Context: an optimization exercise on an open-source flow, tuned for small area. The choices shown serve that exercise and are no tape-out recipe. In this exercise RTL edits were held to simulation tests only and were not proved equivalent to the original. Power is estimated from default activity; no workload was simulated.

Design rmii_axis_v1_0, start of the top module:
module rmii_axis_v1_0 #
  (
   parameter [7:0]  FPGA_IP_1 = 10,
   parameter [7:0]  FPGA_IP_2 = 0,
   parameter [7:0]  FPGA_IP_3 = 0,
   parameter [7:0]  FPGA_IP_4 = 240,
   parameter [7:0]  HOST_IP_1 = 10,
   parameter [7:0]  HOST_IP_2 = 0,
   parameter [7:0]  HOST_IP_3 = 0,
   parameter [7:0]  HOST_IP_4 = 10,
   parameter [15:0] FPGA_PORT = 17767,
   parameter [15:0] HOST_PORT = 17767,
   parameter [47:0] FPGA_MAC = 48'he86a64e7e830,
   parameter [47:0] HOST_MAC = 48'he86a64e7e829,
   parameter [15:0] HEADER_CHECKSUM = 16'h65b3,
   parameter	    CHECK_DESTINATION = 1
   )
   (
    input wire		aclk,
    input wire		aresetn,
    input wire		ETH_CRSDV,
    input wire [1:0]	ETH_RXD,
    output wire		ETH_TXEN,
    output wire [1:0]	ETH_TXD,
    output wire		m00_axis_tvalid,
    output wire [7 : 0]	m00_axis_tdata,
    output wire		m00_axis_tlast,
    output wire		s00_axis_tready,
    input wire [7 : 0]	s00_axis_tdata,
    input wire		s00_axis_tlast,
    input wire [11:0]	s00_axis_tuser,
    input wire		s00_axis_tvalid
    );
Size: ~1,400 cells after synthesis, roughly 41 I/O pins, about 0.023 mm² of cells after synthesis.
==> flow/config.mk <==
export PLATFORM = sky130hd
export DESIGN_NAME = rmii_axis_v1_0
export DESIGN_NICKNAME = rmii_axis_v1_0
export VERILOG_FILES = /design/flow/design.v
export SDC_FILE = /design/flow/constraint.sdc
export NUM_CORES = 4
export LEC_CHECK = 0
export CAP_MARGIN = 20
export CORE_MARGIN = 2
export CORE_UTILIZATION = 65
export SLEW_MARGIN = 20
==> flow/constraint.sdc <==
create_clock -name core_clock -period 10.0 [get_ports {aclk}]
set_input_delay 2.0000 -clock core_clock [delete_from_list [all_inputs] [get_ports {aclk}]]
set_output_delay 2.0000 -clock core_clock [all_outputs]
set_load 0.01 [all_outputs]
standard.sh (not shown) runs the stock make flow with config.mk's settings and CLKGATE_MAP_FILE= SYNTH_SCRIPT=/design/flow/synth_recipe.tcl, a recipe that flattens the netlist after the stock synthesis.
==> flow/flow/run.sh <==
#!/bin/bash
# The standard layout (standard.sh), with two changes to how it is made:
#  - ports are buffered with the smallest buffer instead of the default
#    clkdlybuf4s50_1 (every input and output port still gets a buffer);
#  - clock tree synthesis uses larger sink clusters of clkbuf_16 leaves and
#    no dummy loads.
# Synthesis, floorplan, power grid, tap cells, placement and routing are
# the standard flow's.  The make output goes to standard.log.
set -euo pipefail
export BUFFER_PORTS_ARGS="-buffer_cell sky130_fd_sc_hd__buf_1"
export CTS_ARGS="-sink_clustering_enable -repair_clock_nets -dont_use_dummy_load -buf_list sky130_fd_sc_hd__clkbuf_8 -sink_clustering_size 20 -sink_clustering_max_diameter 60"
bash standard.sh > standard.log 2>&1
The first run finished clean.
Rerun with:
--- a/flow/flow/run.sh
+++ b/flow/flow/run.sh
@@ -11 +11 @@
-export CTS_ARGS="-sink_clustering_enable -repair_clock_nets -dont_use_dummy_load -buf_list sky130_fd_sc_hd__clkbuf_8 -sink_clustering_size 20 -sink_clustering_max_diameter 60"
+export CTS_ARGS="-sink_clustering_enable -repair_clock_nets -dont_use_dummy_load -buf_list sky130_fd_sc_hd__clkbuf_4 -sink_clustering_size 12 -sink_clustering_max_diameter 40"
What happened: The new run produced a clean layout. Setup slack is about the same. Clock-buffer cell count climbs by 32. First-iteration DRC count fell by a little under a tenth. Design area stays flat.
Rerun with:
==> flow/run.sh (new file) <==
#!/bin/bash
# synth_recipe.tcl (not shown) runs the flow's synth.tcl, then flattens the netlist and writes it again
# the make line also repeats each setting of config.mk as NAME=value (left out here)
make -C /OpenROAD-flow-scripts/flow DESIGN_CONFIG=/design/flow/config.mk WORK_HOME=/design/flow/orfs CLKGATE_MAP_FILE= SYNTH_SCRIPT=/design/flow/synth_recipe.tcl finish
CTS_BUF_LIST = sky130_fd_sc_hd__clkbuf_16   (was default)
CTS_CLUSTER_DIAMETER = 80   (was default)
CTS_CLUSTER_SIZE = 28   (was default)
removed: flow/flow/run.sh
removed: flow/standard.sh
After rerunning: Utilization rose by 1.6 points. Wire length shrinks by 1.2%. Sequential cell count is unchanged. Power went up by 6.0%. Worst setup slack degrades by 700 ps.
Rerun with:
CTS_BUF_LIST = sky130_fd_sc_hd__clkbuf_8   (was sky130_fd_sc_hd__clkbuf_16)
CTS_CLUSTER_DIAMETER = 60   (was 80)
CTS_CLUSTER_SIZE = 18   (was 28)
Result: Via count climbs by 0.53%. Global-route usage climbs by 0.34 points. Worst hold slack hardly moves. Power drops by 1.8%. Area after synthesis does not change. Clock-buffer cell count climbs by 16. Clock skew climbs by 13 ps.
Rerun with:
==> flow/flow/run.sh (new file) <==
#!/bin/bash
# The standard layout (standard.sh), with two changes to how it is made:
#  - ports are buffered with the smallest buffer instead of the default
#    clkdlybuf4s50_1 (every input and output port still gets a buffer);
#  - clock tree synthesis uses larger sink clusters of clkbuf_16 leaves and
#    no dummy loads.
# Synthesis, floorplan, power grid, tap cells, placement and routing are
# the standard flow's.  The make output goes to standard.log.
set -euo pipefail
export BUFFER_PORTS_ARGS="-buffer_cell sky130_fd_sc_hd__buf_1"
export CTS_ARGS="-sink_clustering_enable -repair_clock_nets -dont_use_dummy_load -buf_list sky130_fd_sc_hd__clkbuf_16 -sink_clustering_size 30 -sink_clustering_max_diameter 80"
bash standard.sh > standard.log 2>&1
==> flow/standard.sh (new file) <==
#!/bin/bash
# synth_recipe.tcl (not shown) runs the flow's synth.tcl, then flattens the netlist and writes it again
# the make line also repeats each setting of config.mk as NAME=value (left out here)
make -C /OpenROAD-flow-scripts/flow DESIGN_CONFIG=/design/flow/config.mk WORK_HOME=/design/flow/orfs CLKGATE_MAP_FILE= SYNTH_SCRIPT=/design/flow/synth_recipe.tcl "${@:-finish}"
CTS_BUF_LIST = default   (was sky130_fd_sc_hd__clkbuf_8)
CTS_CLUSTER_DIAMETER = default   (was 60)
CTS_CLUSTER_SIZE = default   (was 18)
removed: flow/run.sh
What happened: The changed run completed with no timing, DRC or antenna violations. Final area fell slightly. Routed wire length went down slightly. Clock power goes down by a few percent. Total power shrinks slightly. Sequential cell count is unchanged. Area after synthesis stays the same. Register-to-register slack got worse by 50 ps. Sequential power stays flat. Setup slack improves by 700 ps. Via count is lower slightly.
Rerun with:
--- a/flow/flow/run.sh
+++ b/flow/flow/run.sh
@@ -11 +11 @@
-export CTS_ARGS="-sink_clustering_enable -repair_clock_nets -dont_use_dummy_load -buf_list sky130_fd_sc_hd__clkbuf_16 -sink_clustering_size 30 -sink_clustering_max_diameter 80"
+export CTS_ARGS="-sink_clustering_enable -repair_clock_nets -dont_use_dummy_load -buf_list sky130_fd_sc_hd__clkbuf_16 -sink_clustering_size 38 -sink_clustering_max_diameter 70"
After rerunning: The changed run went through all stages and came out clean. Cell count rises slightly. Die area is unchanged. Total power rose by a few percent. Via count goes up slightly. Combinational power is about the same. Register-to-register slack barely changes. Sequential share of layout area went down by 0.55 points.

-- what the ideal ports hide --
Ports are ideal in the flow. The routed layouts listed here were re-timed in OpenROAD. Step 1: set_driving_cell puts a clkbuf_16 on aclk and a buf_2 on each other input, an assumption about the parent block. Step 2 also shifts input and output timing later by t, the mid clock arrival at the registers, as if the neighbouring blocks saw the same clock. Slacks: no drivers / after step 1 / after step 2; pairs: no drivers / after step 1.
run | t (ns) | setup slack, ns | worst setup path at the end | clock arrival spread, ns
the first run | 0.619 | 4.440 / 4.413 / 4.413 | input to output | 0.039 / 0.039
the second run | 0.758 | 4.437 / 4.410 / 4.410 | input to output | 0.116 / 0.116
the third run | 0.623 | 3.738 / 3.711 / 3.711 | input to output | 0.019 / 0.019
the fourth run | 0.647 | 3.735 / 3.708 / 3.708 | input to output | 0.040 / 0.041
the fifth run | 0.601 | 4.430 / 4.403 / 4.403 | input to output | 0.089 / 0.088
the sixth run | 0.559 | 4.428 / 4.402 / 4.402 | input to output | 0.071 / 0.071
After both steps setup and hold are still met in every run listed.
